From an optimization exercise on the open Yosys and OpenROAD flow, aimed at small area, a short achievable clock period and few clock cycles; shortcuts taken in it are not production practice. Function was checked by simulation only, so behaviour that the tests miss may differ from the original.

==> run a: inputs <==
// top
module top (
    input          clk,
    input          reset,
    input          start,
    input  [127:0] IN,
    output [3:0]   addr_r,
    output [3:0]   addr_c,
    input  [127:0] Wr,
    input  [127:0] Wc,
    output         done,
    output [127:0] Y
);
    localparam G  = 2;
    localparam CW = 5;
    wire [CW-1:0] cnt;
    wire          busy;
    wire [15:0]   h;
    ctrl #(G, CW) ctrl_path (.clk(clk), .reset(reset), .start(start),
                             .done(done), .cnt(cnt), .busy(busy),
                             .addr_r(addr_r), .addr_c(addr_c));
    s1neuron #(G, CW) s1n (.clk(clk), .cnt(cnt), .busy(busy), .IN(IN), .Wr(Wr),
                           .h(h));
    s2neuron #(G, CW) s2n (.clk(clk), .cnt(cnt), .Wc(Wc), .h(h),
                           .Y(Y));
endmodule
export LEC_CHECK = 0
export CAP_MARGIN = 20
export CORE_MARGIN = 2
export CORE_UTILIZATION = 45
export PLACE_DENSITY = 0.6
export SLEW_MARGIN = 20
export SYNTH_HIERARCHICAL = 1
export SYNTH_MINIMUM_KEEP_SIZE = 0
create_clock -name core_clock -period 35.0 [get_ports {clk}]
standard.sh (not shown) runs the stock make flow with config.mk's settings and CLKGATE_MAP_FILE= SYNTH_SCRIPT=/design/flow/synth_recipe.tcl, a recipe that flattens the netlist after the stock synthesis.
==> flow/flow/run.sh <==
#!/bin/bash
set -euo pipefail
bash standard.sh "BUFFER_PORTS_ARGS=-buffer_cell sky130_fd_sc_hd__buf_1" \
    SETUP_SLACK_MARGIN=26.8 finish > standard_flow.log 2>&1
==> inputs of run b, as changes to run a <==
==> flow/design.v (replaced) <==
module multiplier (
    input  [15:0] a,
    input  [15:0] b,
    output [15:0] p
);
    wire [14:0] m;
    umul15 mag (.a(a[14:0]), .b(b[14:0]), .p(m));
    assign p = {a[15] ^ b[15], m};
endmodule
module umul15 (
    input  [14:0] a,
    input  [14:0] b,
    output [14:0] p
);
    wire [224:0] pp;
    genvar i, j;
    generate
        for (i = 0; i < 15; i = i + 1) begin : row
            for (j = 0; j < 15; j = j + 1) begin : col
                assign pp[i*15+j] = ~(a[i] & b[j]);
            end
        end
    endgenerate
    wire n1, n2;
    fadd h0 (.a(pp[13]), .b(pp[27]), .c(1'b1), .s(n1), .co(n2));
    wire n3, n4;
    fadd f1 (.a(pp[14]), .b(pp[28]), .c(pp[42]), .s(n3), .co(n4));
    wire n5, n6;
    fadd h2 (.a(pp[56]), .b(pp[70]), .c(1'b1), .s(n5), .co(n6));
    wire n7, n8;
    fadd f3 (.a(pp[29]), .b(pp[43]), .c(pp[57]), .s(n7), .co(n8));
    wire n9, n10;
    fadd h4 (.a(pp[71]), .b(pp[85]), .c(1'b1), .s(n9), .co(n10));
    wire n11, n12;
    fadd f5 (.a(pp[44]), .b(pp[58]), .c(pp[72]), .s(n11), .co(n12));
    wire n13, n14;
    fadd h6 (.a(pp[9]), .b(pp[23]), .c(1'b1), .s(n13), .co(n14));
    wire n15, n16;
    fadd f7 (.a(pp[10]), .b(pp[24]), .c(pp[38]), .s(n15), .co(n16));
    wire n17, n18;
    fadd h8 (.a(pp[52]), .b(pp[66]), .c(1'b1), .s(n17), .co(n18));
    wire n19, n20;
    fadd f9 (.a(pp[11]), .b(pp[25]), .c(pp[39]), .s(n19), .co(n20));
    wire n21, n22;
    fadd f10 (.a(pp[53]), .b(pp[67]), .c(pp[81]), .s(n21), .co(n22));
    wire n23, n24;
    fadd h11 (.a(pp[95]), .b(pp[109]), .c(1'b1), .s(n23), .co(n24));
    wire n25, n26;
    fadd f12 (.a(pp[12]), .b(pp[26]), .c(pp[40]), .s(n25), .co(n26));
    wire n27, n28;
    fadd f13 (.a(pp[54]), .b(pp[68]), .c(pp[82]), .s(n27), .co(n28));
    wire n29, n30;
    fadd f14 (.a(pp[96]), .b(pp[110]), .c(pp[124]), .s(n29), .co(n30));
    wire n31, n32;
    fadd h15 (.a(pp[138]), .b(pp[152]), .c(1'b1), .s(n31), .co(n32));
    wire n33, n34;
    fadd f16 (.a(n1), .b(pp[41]), .c(pp[55]), .s(n33), .co(n34));
    wire n35, n36;
    fadd f17 (.a(pp[69]), .b(pp[83]), .c(pp[97]), .s(n35), .co(n36));
    wire n37, n38;
    fadd f18 (.a(pp[111]), .b(pp[125]), .c(pp[139]), .s(n37), .co(n38));
    wire n39, n40;
    fadd f19 (.a(pp[153]), .b(pp[167]), .c(pp[181]), .s(n39), .co(n40));
    wire n41, n42;
    fadd f20 (.a(n3), .b(n5), .c(pp[84]), .s(n41), .co(n42));
    wire n43, n44;
    fadd f21 (.a(pp[98]), .b(pp[112]), .c(pp[126]), .s(n43), .co(n44));
    wire n45, n46;
    fadd f22 (.a(pp[140]), .b(pp[154]), .c(pp[168]), .s(n45), .co(n46));
    wire n47, n48;
    fadd f23 (.a(pp[182]), .b(pp[196]), .c(pp[210]), .s(n47), .co(n48));
    wire n49, n50;
    fadd f24 (.a(n7), .b(n9), .c(pp[99]), .s(n49), .co(n50));
    wire n51, n52;
    fadd f25 (.a(pp[113]), .b(pp[127]), .c(pp[141]), .s(n51), .co(n52));
    wire n53, n54;
    fadd f26 (.a(pp[155]), .b(pp[169]), .c(pp[183]), .s(n53), .co(n54));
    wire n55, n56;
    fadd f27 (.a(pp[197]), .b(pp[211]), .c(n4), .s(n55), .co(n56));
    wire n57, n58;
    fadd f28 (.a(n11), .b(pp[86]), .c(pp[100]), .s(n57), .co(n58));
    wire n59, n60;
    fadd f29 (.a(pp[114]), .b(pp[128]), .c(pp[142]), .s(n59), .co(n60));
    wire n61, n62;
    fadd f30 (.a(pp[156]), .b(pp[170]), .c(pp[184]), .s(n61), .co(n62));
    wire n63, n64;
    fadd f31 (.a(pp[198]), .b(pp[212]), .c(n8), .s(n63), .co(n64));
    wire n65, n66;
    fadd f32 (.a(pp[59]), .b(pp[73]), .c(pp[87]), .s(n65), .co(n66));
    wire n67, n68;
    fadd f33 (.a(pp[101]), .b(pp[115]), .c(pp[129]), .s(n67), .co(n68));
    wire n69, n70;
    fadd f34 (.a(pp[143]), .b(pp[157]), .c(pp[171]), .s(n69), .co(n70));
    wire n71, n72;
    fadd f35 (.a(pp[185]), .b(pp[199]), .c(pp[213]), .s(n71), .co(n72));
    wire n73, n74;
    fadd f36 (.a(pp[74]), .b(pp[88]), .c(pp[102]), .s(n73), .co(n74));
    wire n75, n76;
    fadd f37 (.a(pp[116]), .b(pp[130]), .c(pp[144]), .s(n75), .co(n76));
    wire n77, n78;
    fadd f38 (.a(pp[158]), .b(pp[172]), .c(pp[186]), .s(n77), .co(n78));
    wire n79, n80;
    fadd f39 (.a(pp[89]), .b(pp[103]), .c(pp[117]), .s(n79), .co(n80));
    wire n81, n82;
    fadd f40 (.a(pp[131]), .b(pp[145]), .c(pp[159]), .s(n81), .co(n82));
    wire n83, n84;
    fadd f41 (.a(pp[104]), .b(pp[118]), .c(pp[132]), .s(n83), .co(n84));
    wire n85, n86;
    fadd h42 (.a(pp[6]), .b(pp[20]), .c(1'b1), .s(n85), .co(n86));
    wire n87, n88;
    fadd f43 (.a(pp[7]), .b(pp[21]), .c(pp[35]), .s(n87), .co(n88));
    wire n89, n90;
    fadd h44 (.a(pp[49]), .b(pp[63]), .c(1'b1), .s(n89), .co(n90));
    wire n91, n92;
    fadd f45 (.a(pp[8]), .b(pp[22]), .c(pp[36]), .s(n91), .co(n92));
    wire n93, n94;
    fadd f46 (.a(pp[50]), .b(pp[64]), .c(pp[78]), .s(n93), .co(n94));
    wire n95, n96;
    fadd h47 (.a(pp[92]), .b(pp[106]), .c(1'b1), .s(n95), .co(n96));
    wire n97, n98;
    fadd f48 (.a(n13), .b(pp[37]), .c(pp[51]), .s(n97), .co(n98));
    wire n99, n100;
    fadd f49 (.a(pp[65]), .b(pp[79]), .c(pp[93]), .s(n99), .co(n100));
    wire n101, n102;
    fadd f50 (.a(pp[107]), .b(pp[121]), .c(pp[135]), .s(n101), .co(n102));
    wire n103, n104;
    fadd f51 (.a(n15), .b(n17), .c(pp[80]), .s(n103), .co(n104));
    wire n105, n106;
    fadd f52 (.a(pp[94]), .b(pp[108]), .c(pp[122]), .s(n105), .co(n106));
    wire n107, n108;
    fadd f53 (.a(pp[136]), .b(pp[150]), .c(n14), .s(n107), .co(n108));
    wire n109, n110;
    fadd f54 (.a(n19), .b(n21), .c(n23), .s(n109), .co(n110));
    wire n111, n112;
    fadd f55 (.a(pp[123]), .b(pp[137]), .c(pp[151]), .s(n111), .co(n112));
    wire n113, n114;
    fadd f56 (.a(pp[165]), .b(n16), .c(n18), .s(n113), .co(n114));
    wire n115, n116;
    fadd f57 (.a(n25), .b(n27), .c(n29), .s(n115), .co(n116));
    wire n117, n118;
    fadd f58 (.a(n31), .b(pp[166]), .c(pp[180]), .s(n117), .co(n118));
    wire n119, n120;
    fadd f59 (.a(n20), .b(n22), .c(n24), .s(n119), .co(n120));
    wire n121, n122;
    fadd f60 (.a(n33), .b(n35), .c(n37), .s(n121), .co(n122));
    wire n123, n124;
    fadd f61 (.a(n39), .b(pp[195]), .c(n26), .s(n123), .co(n124));
    wire n125, n126;
    fadd f62 (.a(n28), .b(n30), .c(n32), .s(n125), .co(n126));
    wire n127, n128;
    fadd f63 (.a(n41), .b(n43), .c(n45), .s(n127), .co(n128));
    wire n129, n130;
    fadd f64 (.a(n47), .b(n2), .c(n34), .s(n129), .co(n130));
    wire n131, n132;
    fadd f65 (.a(n36), .b(n38), .c(n40), .s(n131), .co(n132));
    wire n133, n134;
    fadd f66 (.a(n49), .b(n51), .c(n53), .s(n133), .co(n134));
    wire n135, n136;
    fadd f67 (.a(n55), .b(n6), .c(n42), .s(n135), .co(n136));
    wire n137, n138;
    fadd f68 (.a(n44), .b(n46), .c(n48), .s(n137), .co(n138));
    wire n139, n140;
    fadd f69 (.a(n57), .b(n59), .c(n61), .s(n139), .co(n140));
    wire n141, n142;
    fadd f70 (.a(n63), .b(n10), .c(n50), .s(n141), .co(n142));
    wire n143, n144;
    fadd f71 (.a(n52), .b(n54), .c(n56), .s(n143), .co(n144));
    wire n145, n146;
    fadd f72 (.a(n65), .b(n67), .c(n69), .s(n145), .co(n146));
    wire n147, n148;
    fadd f73 (.a(n71), .b(n12), .c(n58), .s(n147), .co(n148));
    wire n149, n150;
    fadd f74 (.a(n60), .b(n62), .c(n64), .s(n149), .co(n150));
    wire n151, n152;
    fadd f75 (.a(n73), .b(n75), .c(n77), .s(n151), .co(n152));
    wire n153, n154;
    fadd f76 (.a(pp[200]), .b(pp[214]), .c(n66), .s(n153), .co(n154));
    wire n155, n156;
    fadd f77 (.a(n68), .b(n70), .c(n72), .s(n155), .co(n156));
    wire n157, n158;
    fadd f78 (.a(n79), .b(n81), .c(pp[173]), .s(n157), .co(n158));
    wire n159, n160;
    fadd f79 (.a(pp[187]), .b(pp[201]), .c(pp[215]), .s(n159), .co(n160));
    wire n161, n162;
    fadd f80 (.a(n74), .b(n76), .c(n78), .s(n161), .co(n162));
    wire n163, n164;
    fadd f81 (.a(n83), .b(pp[146]), .c(pp[160]), .s(n163), .co(n164));
    wire n165, n166;
    fadd f82 (.a(pp[174]), .b(pp[188]), .c(pp[202]), .s(n165), .co(n166));
    wire n167, n168;
    fadd f83 (.a(pp[216]), .b(n80), .c(n82), .s(n167), .co(n168));
    wire n169, n170;
    fadd f84 (.a(pp[119]), .b(pp[133]), .c(pp[147]), .s(n169), .co(n170));
    wire n171, n172;
    fadd f85 (.a(pp[161]), .b(pp[175]), .c(pp[189]), .s(n171), .co(n172));
    wire n173, n174;
    fadd f86 (.a(pp[203]), .b(pp[217]), .c(n84), .s(n173), .co(n174));
    wire n175, n176;
    fadd f87 (.a(pp[134]), .b(pp[148]), .c(pp[162]), .s(n175), .co(n176));
    wire n177, n178;
    fadd f88 (.a(pp[176]), .b(pp[190]), .c(pp[204]), .s(n177), .co(n178));
    wire n179, n180;
    fadd f89 (.a(pp[149]), .b(pp[163]), .c(pp[177]), .s(n179), .co(n180));
    wire n181, n182;
    fadd h90 (.a(pp[4]), .b(pp[18]), .c(1'b1), .s(n181), .co(n182));
    wire n183, n184;
    fadd f91 (.a(pp[5]), .b(pp[19]), .c(pp[33]), .s(n183), .co(n184));
    wire n185, n186;
    fadd h92 (.a(pp[47]), .b(pp[61]), .c(1'b1), .s(n185), .co(n186));
    wire n187, n188;
    fadd f93 (.a(n85), .b(pp[34]), .c(pp[48]), .s(n187), .co(n188));
    wire n189, n190;
    fadd f94 (.a(pp[62]), .b(pp[76]), .c(pp[90]), .s(n189), .co(n190));
    wire n191, n192;
    fadd f95 (.a(n87), .b(n89), .c(pp[77]), .s(n191), .co(n192));
    wire n193, n194;
    fadd f96 (.a(pp[91]), .b(pp[105]), .c(n86), .s(n193), .co(n194));
    wire n195, n196;
    fadd f97 (.a(n91), .b(n93), .c(n95), .s(n195), .co(n196));
    wire n197, n198;
    fadd f98 (.a(pp[120]), .b(n88), .c(n90), .s(n197), .co(n198));
    wire n199, n200;
    fadd f99 (.a(n97), .b(n99), .c(n101), .s(n199), .co(n200));
    wire n201, n202;
    fadd f100 (.a(n92), .b(n94), .c(n96), .s(n201), .co(n202));
    wire n203, n204;
    fadd f101 (.a(n103), .b(n105), .c(n107), .s(n203), .co(n204));
    wire n205, n206;
    fadd f102 (.a(n98), .b(n100), .c(n102), .s(n205), .co(n206));
    wire n207, n208;
    fadd f103 (.a(n109), .b(n111), .c(n113), .s(n207), .co(n208));
    wire n209, n210;
    fadd f104 (.a(n104), .b(n106), .c(n108), .s(n209), .co(n210));
    wire n211, n212;
    fadd f105 (.a(n115), .b(n117), .c(n119), .s(n211), .co(n212));
    wire n213, n214;
    fadd f106 (.a(n110), .b(n112), .c(n114), .s(n213), .co(n214));
    wire n215, n216;
    fadd f107 (.a(n121), .b(n123), .c(n125), .s(n215), .co(n216));
    wire n217, n218;
    fadd f108 (.a(n116), .b(n118), .c(n120), .s(n217), .co(n218));
    wire n219, n220;
    fadd f109 (.a(n127), .b(n129), .c(n131), .s(n219), .co(n220));
    wire n221, n222;
    fadd f110 (.a(n122), .b(n124), .c(n126), .s(n221), .co(n222));
    wire n223, n224;
    fadd f111 (.a(n133), .b(n135), .c(n137), .s(n223), .co(n224));
    wire n225, n226;
    fadd f112 (.a(n128), .b(n130), .c(n132), .s(n225), .co(n226));
    wire n227, n228;
    fadd f113 (.a(n139), .b(n141), .c(n143), .s(n227), .co(n228));
    wire n229, n230;
    fadd f114 (.a(n134), .b(n136), .c(n138), .s(n229), .co(n230));
    wire n231, n232;
    fadd f115 (.a(n145), .b(n147), .c(n149), .s(n231), .co(n232));
    wire n233, n234;
    fadd f116 (.a(n140), .b(n142), .c(n144), .s(n233), .co(n234));
    wire n235, n236;
    fadd f117 (.a(n151), .b(n153), .c(n155), .s(n235), .co(n236));
    wire n237, n238;
    fadd f118 (.a(n146), .b(n148), .c(n150), .s(n237), .co(n238));
    wire n239, n240;
    fadd f119 (.a(n157), .b(n159), .c(n161), .s(n239), .co(n240));
    wire n241, n242;
    fadd f120 (.a(n152), .b(n154), .c(n156), .s(n241), .co(n242));
    wire n243, n244;
    fadd f121 (.a(n163), .b(n165), .c(n167), .s(n243), .co(n244));
    wire n245, n246;
    fadd f122 (.a(n158), .b(n160), .c(n162), .s(n245), .co(n246));
    wire n247, n248;
    fadd f123 (.a(n169), .b(n171), .c(n173), .s(n247), .co(n248));
    wire n249, n250;
    fadd f124 (.a(n164), .b(n166), .c(n168), .s(n249), .co(n250));
    wire n251, n252;
    fadd f125 (.a(n175), .b(n177), .c(pp[218]), .s(n251), .co(n252));
    wire n253, n254;
    fadd f126 (.a(n170), .b(n172), .c(n174), .s(n253), .co(n254));
    wire n255, n256;
    fadd f127 (.a(n179), .b(pp[191]), .c(pp[205]), .s(n255), .co(n256));
    wire n257, n258;
    fadd f128 (.a(pp[219]), .b(n176), .c(n178), .s(n257), .co(n258));
    wire n259, n260;
    fadd f129 (.a(pp[164]), .b(pp[178]), .c(pp[192]), .s(n259), .co(n260));
    wire n261, n262;
    fadd f130 (.a(pp[206]), .b(pp[220]), .c(n180), .s(n261), .co(n262));
    wire n263, n264;
    fadd h131 (.a(pp[3]), .b(pp[17]), .c(1'b1), .s(n263), .co(n264));
    wire n265, n266;
    fadd f132 (.a(n181), .b(pp[32]), .c(pp[46]), .s(n265), .co(n266));
    wire n267, n268;
    fadd f133 (.a(n183), .b(n185), .c(pp[75]), .s(n267), .co(n268));
    wire n269, n270;
    fadd f134 (.a(n187), .b(n189), .c(n184), .s(n269), .co(n270));
    wire n271, n272;
    fadd f135 (.a(n191), .b(n193), .c(n188), .s(n271), .co(n272));
    wire n273, n274;
    fadd f136 (.a(n195), .b(n197), .c(n192), .s(n273), .co(n274));
    wire n275, n276;
    fadd f137 (.a(n199), .b(n201), .c(n196), .s(n275), .co(n276));
    wire n277, n278;
    fadd f138 (.a(n203), .b(n205), .c(n200), .s(n277), .co(n278));
    wire n279, n280;
    fadd f139 (.a(n207), .b(n209), .c(n204), .s(n279), .co(n280));
    wire n281, n282;
    fadd f140 (.a(n211), .b(n213), .c(n208), .s(n281), .co(n282));
    wire n283, n284;
    fadd f141 (.a(n215), .b(n217), .c(n212), .s(n283), .co(n284));
    wire n285, n286;
    fadd f142 (.a(n219), .b(n221), .c(n216), .s(n285), .co(n286));
    wire n287, n288;
    fadd f143 (.a(n223), .b(n225), .c(n220), .s(n287), .co(n288));
    wire n289, n290;
    fadd f144 (.a(n227), .b(n229), .c(n224), .s(n289), .co(n290));
    wire n291, n292;
    fadd f145 (.a(n231), .b(n233), .c(n228), .s(n291), .co(n292));
    wire n293, n294;
    fadd f146 (.a(n235), .b(n237), .c(n232), .s(n293), .co(n294));
    wire n295, n296;
    fadd f147 (.a(n239), .b(n241), .c(n236), .s(n295), .co(n296));
    wire n297, n298;
    fadd f148 (.a(n243), .b(n245), .c(n240), .s(n297), .co(n298));
    wire n299, n300;
    fadd f149 (.a(n247), .b(n249), .c(n244), .s(n299), .co(n300));
    wire n301, n302;
    fadd f150 (.a(n251), .b(n253), .c(n248), .s(n301), .co(n302));
    wire n303, n304;
    fadd f151 (.a(n255), .b(n257), .c(n252), .s(n303), .co(n304));
    wire n305, n306;
    fadd f152 (.a(n259), .b(n261), .c(n256), .s(n305), .co(n306));
    wire n307, n308;
    fadd h153 (.a(pp[2]), .b(pp[16]), .c(1'b1), .s(n307), .co(n308));
    wire n309, n310;
    fadd f154 (.a(n263), .b(pp[31]), .c(pp[45]), .s(n309), .co(n310));
    wire n311, n312;
    fadd f155 (.a(n265), .b(pp[60]), .c(n264), .s(n311), .co(n312));
    wire n313, n314;
    fadd f156 (.a(n267), .b(n182), .c(n266), .s(n313), .co(n314));
    wire n315, n316;
    fadd f157 (.a(n269), .b(n186), .c(n268), .s(n315), .co(n316));
    wire n317, n318;
    fadd f158 (.a(n271), .b(n190), .c(n270), .s(n317), .co(n318));
    wire n319, n320;
    fadd f159 (.a(n273), .b(n194), .c(n272), .s(n319), .co(n320));
    wire n321, n322;
    fadd f160 (.a(n275), .b(n198), .c(n274), .s(n321), .co(n322));
    wire n323, n324;
    fadd f161 (.a(n277), .b(n202), .c(n276), .s(n323), .co(n324));
    wire n325, n326;
    fadd f162 (.a(n279), .b(n206), .c(n278), .s(n325), .co(n326));
    wire n327, n328;
    fadd f163 (.a(n281), .b(n210), .c(n280), .s(n327), .co(n328));
    wire n329, n330;
    fadd f164 (.a(n283), .b(n214), .c(n282), .s(n329), .co(n330));
    wire n331, n332;
    fadd f165 (.a(n285), .b(n218), .c(n284), .s(n331), .co(n332));
    wire n333, n334;
    fadd f166 (.a(n287), .b(n222), .c(n286), .s(n333), .co(n334));
    wire n335, n336;
    fadd f167 (.a(n289), .b(n226), .c(n288), .s(n335), .co(n336));
    wire n337, n338;
    fadd f168 (.a(n291), .b(n230), .c(n290), .s(n337), .co(n338));
    wire n339, n340;
    fadd f169 (.a(n293), .b(n234), .c(n292), .s(n339), .co(n340));
    wire n341, n342;
    fadd f170 (.a(n295), .b(n238), .c(n294), .s(n341), .co(n342));
    wire n343, n344;
    fadd f171 (.a(n297), .b(n242), .c(n296), .s(n343), .co(n344));
    wire n345, n346;
    fadd f172 (.a(n299), .b(n246), .c(n298), .s(n345), .co(n346));
    wire n347, n348;
    fadd f173 (.a(n301), .b(n250), .c(n300), .s(n347), .co(n348));
    wire n349, n350;
    fadd f174 (.a(n303), .b(n254), .c(n302), .s(n349), .co(n350));
    wire n351, n352;
    fadd f175 (.a(n305), .b(n258), .c(n304), .s(n351), .co(n352));
    wire [24:0] x = ~{n351, n349, n347, n345, n343, n341, n339, n337, n335, n333, n331, n329, n327, n325, n323, n321, n319, n317, n315, n313, n311, n309, n307, pp[1], pp[0]};
    wire [24:0] y = ~{n350, n348, n346, n344, n342, n340, n338, n336, n334, n332, n330, n328, n326, n324, n322, n320, n318, n316, n314, n312, n310, n308, pp[30], pp[15], 1'b1};
    wire [10:0] lo = x[9:0] + y[9:0];
    assign p = x[24:10] + y[24:10] + lo[10];
endmodule
module fadd (
    input  a,
    input  b,
    input  c,
    output s,
    output co
);
    assign s  = a ^ b ^ c;
    assign co = (a & b) | (a & c) | (b & c);
endmodule
module s1neuron #(parameter G = 2, parameter CW = 5) (
    input              clk,
    input  [CW-1:0]    cnt,
    input              busy,
    input  [127:0]     IN,
    input  [127:0]     Wr,
    output reg [15:0]  h
);
    localparam Q = 8 / G;
    localparam LG = (G <= 2) ? 1 : (G <= 4) ? 2 : 3;
    wire [CW-1:0] u = cnt;
    wire [LG-1:0] g = (G == 1) ? 0 : u[LG-1:0];
    reg  [16*Q-1:0] opx, opw;
    reg  [16*Q-1:0] prod;
    wire [16*Q-1:0] pw;
    reg  [15:0] acc;
    function [15:0] smacc;
        input [15:0] acc;
        input [15:0] p;
        reg         as;
        reg  [16:0] t;
        begin
            as = acc[15] & (|acc[14:0]);       
            t  = {as, as, acc[14:0]} + {p[15], p[15], p[14:0] ^ {15{p[15]}}} + {16'd0, p[15]};
            smacc = {t[16], t[14:0]};
        end
    endfunction
    genvar i;
    generate
        for (i = 0; i < Q; i = i + 1) begin : lane
            always @(posedge clk) begin
                opx[16*i +: 16] <= IN[16*(g*Q+i) +: 16];
                opw[16*i +: 16] <= Wr[16*(g*Q+i) +: 16];
            end
            multiplier mul (.a(opx[16*i +: 16]), .b(opw[16*i +: 16]), .p(pw[16*i +: 16]));
        end
    endgenerate
    always @(posedge clk) prod <= pw;
    wire [CW-1:0] u2 = cnt - 2;
    wire          act = (cnt >= 2) && (cnt < 8*G+2);
    wire          first = (G == 1) ? 1'b1 : (u2[LG-1:0] == 0);
    wire          last  = (G == 1) ? 1'b1 : (u2[LG-1:0] == G-1);
    wire [16*(Q+1)-1:0] chain;
    assign chain[15:0] = first ? 16'd0 : acc;
    generate
        for (i = 0; i < Q; i = i + 1) begin : fold
            assign chain[16*(i+1) +: 16] = smacc(chain[16*i +: 16], prod[16*i +: 16]);
        end
    endgenerate
    wire [15:0] s = chain[16*Q +: 16];
    always @(posedge clk) begin
        if (act) acc <= s;
        if (act && last) h <= s[15] ? 16'd0 : s;
    end
endmodule
module rmac #(parameter G = 2) (
    input              clk,
    input              act,
    input  [G-1:0]     sel,
    input              first,
    input              last,
    input  [15:0]      w,
    input  [15:0]      h,
    output reg [16*G-1:0] y
);
    wire [15:0] p, s;
    reg  [15:0] cur;
    integer k;
    function [15:0] smacc;
        input [15:0] acc;
        input [15:0] p;
        reg         as;
        reg  [16:0] t;
        begin
            as = acc[15] & (|acc[14:0]);       
            t  = {as, as, acc[14:0]} + {p[15], p[15], p[14:0] ^ {15{p[15]}}} + {16'd0, p[15]};
            smacc = {t[16], t[14:0]};
        end
    endfunction
    always @* begin
        cur = 16'd0;
        for (k = 0; k < G; k = k + 1)
            if (sel[k]) cur = y[16*k +: 16];
    end
    multiplier mul (.a(w), .b(h), .p(p));
    assign s = smacc(first ? 16'd0 : cur, p);
    always @(posedge clk)
        for (k = 0; k < G; k = k + 1)
            if (act && sel[k]) begin
                y[16*k +: 16] <= (last && s[15]) ? 16'd0 : s;
            end
endmodule
module s2neuron #(parameter G = 2, parameter CW = 5) (
    input              clk,
    input  [CW-1:0]    cnt,
    input  [127:0]     Wc,
    input  [15:0]      h,
    output [127:0]     Y
);
    localparam Q = 8 / G;
    localparam LG = (G <= 2) ? 1 : (G <= 4) ? 2 : 3;
    wire [CW-1:0] v = cnt - (G + 1);
    wire [LG-1:0] g = (G == 1) ? 0 : v[LG-1:0];
    wire [CW-1:0] v2 = cnt - (G + 2);
    wire          act = (cnt >= G+2) && (cnt < 9*G+2);
    wire [LG-1:0] g2 = (G == 1) ? 0 : v2[LG-1:0];
    wire          first = (v2 < G);
    wire          last  = (v2 >= 7*G);
    wire [G-1:0]  sel = 1 << g2;
    reg  [16*Q-1:0] opw;
    genvar i, k;
    generate
        for (i = 0; i < Q; i = i + 1) begin : lane
            wire [16*G-1:0] ly;
            always @(posedge clk) opw[16*i +: 16] <= Wc[16*(g*Q+i) +: 16];
            rmac #(G) mac (.clk(clk), .act(act), .sel(sel), .first(first), .last(last),
                           .w(opw[16*i +: 16]), .h(h), .y(ly));
            for (k = 0; k < G; k = k + 1) begin : out
                assign Y[16*(k*Q+i) +: 16] = ly[16*k +: 16];
            end
        end
    endgenerate
endmodule
module ctrl #(parameter G = 2, parameter CW = 5) (
    input               clk,
    input               reset,
    input               start,
    output reg          done,
    output reg [CW-1:0] cnt,
    output reg          busy,
    output reg [3:0]    addr_r,
    output reg [3:0]    addr_c
);
    localparam LAST = 9*G+1;
    localparam LG = (G <= 2) ? 1 : (G <= 4) ? 2 : 3;
    wire [CW-1:0] inc = cnt + 1'b1;
    wire [CW-1:0] vn  = inc - (G + 1);
    always @(posedge clk) begin
        addr_r <= (reset || !busy || inc >= 8*G) ? 4'd0 : {1'b0, inc[LG+2:LG]};
        addr_c <= {1'b0, vn[LG+2:LG]};
        if (reset) begin
            busy <= 1'b0;
            cnt  <= 0;
            done <= 1'b0;
        end else if (start) begin
            busy <= 1'b1;
            cnt  <= busy ? {CW{1'b1}} : 1;
            done <= 1'b0;
        end else if (busy) begin
            if (cnt == LAST) begin
                busy <= 1'b0;
                cnt  <= 0;
                done <= 1'b1;
            end else
                cnt <= inc;
        end
    end
endmodule
module top (
    input          clk,
    input          reset,
    input          start,
    input  [127:0] IN,
    output [3:0]   addr_r,
    output [3:0]   addr_c,
    input  [127:0] Wr,
    input  [127:0] Wc,
    output         done,
    output [127:0] Y
);
    localparam G  = 2;
    localparam CW = 5;
    wire [CW-1:0] cnt;
    wire          busy;
    wire [15:0]   h;
    ctrl #(G, CW) ctrl_path (.clk(clk), .reset(reset), .start(start),
                             .done(done), .cnt(cnt), .busy(busy),
                             .addr_r(addr_r), .addr_c(addr_c));
    s1neuron #(G, CW) s1n (.clk(clk), .cnt(cnt), .busy(busy), .IN(IN), .Wr(Wr),
                           .h(h));
    s2neuron #(G, CW) s2n (.clk(clk), .cnt(cnt), .Wc(Wc), .h(h),
                           .Y(Y));
endmodule
==> comparison table <==
Share of Yosys cell area claimed by the top area cell type: run a 0.472; run b 0.438
Gates resized, CTS repair: run a 76; run b 57
Result of the run: run a no timing/DRC/antenna violations; run b no timing/DRC/antenna violations
Post-DR wirelength/cell: run a 20.6 µm; run b 20.1 µm
# diodes: run a 3; run b 0
Mux contribution to synthesized area: run a 0.0361; run b 0.0356
Arrival time at the worst endpoint: run a 1.38 ns; run b 1.39 ns
Largest net degree at the start of global routing: run a 76; run b 78
Crit path capture: run a Y[59]; run b Y[109]
Hold-critical path endpoint: run a s1n.prod[63]; run b s1n.prod[47]
Sequential area share after synthesis: run a 0.159; run b 0.155
Cells after Synth: run a 6168; run b 6562
Placed cell areas: run a 0.0678 mm²; run b 0.0695 mm²
Dpl hpwl: run a 131000 µm; run b 135000 µm
Met1 routing resource usage after global routing: run a 0.307; run b 0.322
Fraction of standard cell area in multi-input logic: run a 0.724; run b 0.731
First-pass GRT wire length: run a 280000 µm; run b 286000 µm
Routability Congestion: run a 0.882; run b 0.892
Start of the worst register-to-register path: run a s1n.h[11]; run b s1n.h[4]
Testbench counts of run a, summed over its fixed seeds: cycles 10,240.
Testbench counts of run b, summed over its fixed seeds: cycles 10,240.

==> re-timing with driven ports <==
No port has a modelled driver above. Below, the same layouts with a new extraction and two added sets of constraints. Step 1, drivers: a clkbuf_16 drives clk and a buf_2 each remaining input, both assumed. Step 2 times the ports against the registers' clock, not the clock port: input delays grow and output delays shrink by t, the midpoint of the rising clock arrivals with the driver on. a / b / c = ideal ports / drivers / drivers and shift; a / b = the first two.
| run | t (ns) | slack for setup (ns) | worst setup path at the end | latest minus earliest clock arrival (ns) | slew at the worst register clock pin (ns) |
|---|---|---|---|---|---|
| run a | 0.750 | 26.624 / 26.545 / 27.128 | register to register | 0.043 / 0.043 | 0.07 / 0.07 |
| run b | 0.745 | 26.615 / 26.538 / 27.124 | register to register | 0.036 / 0.036 | 0.07 / 0.07 |
After both steps every run listed still meets setup and hold.
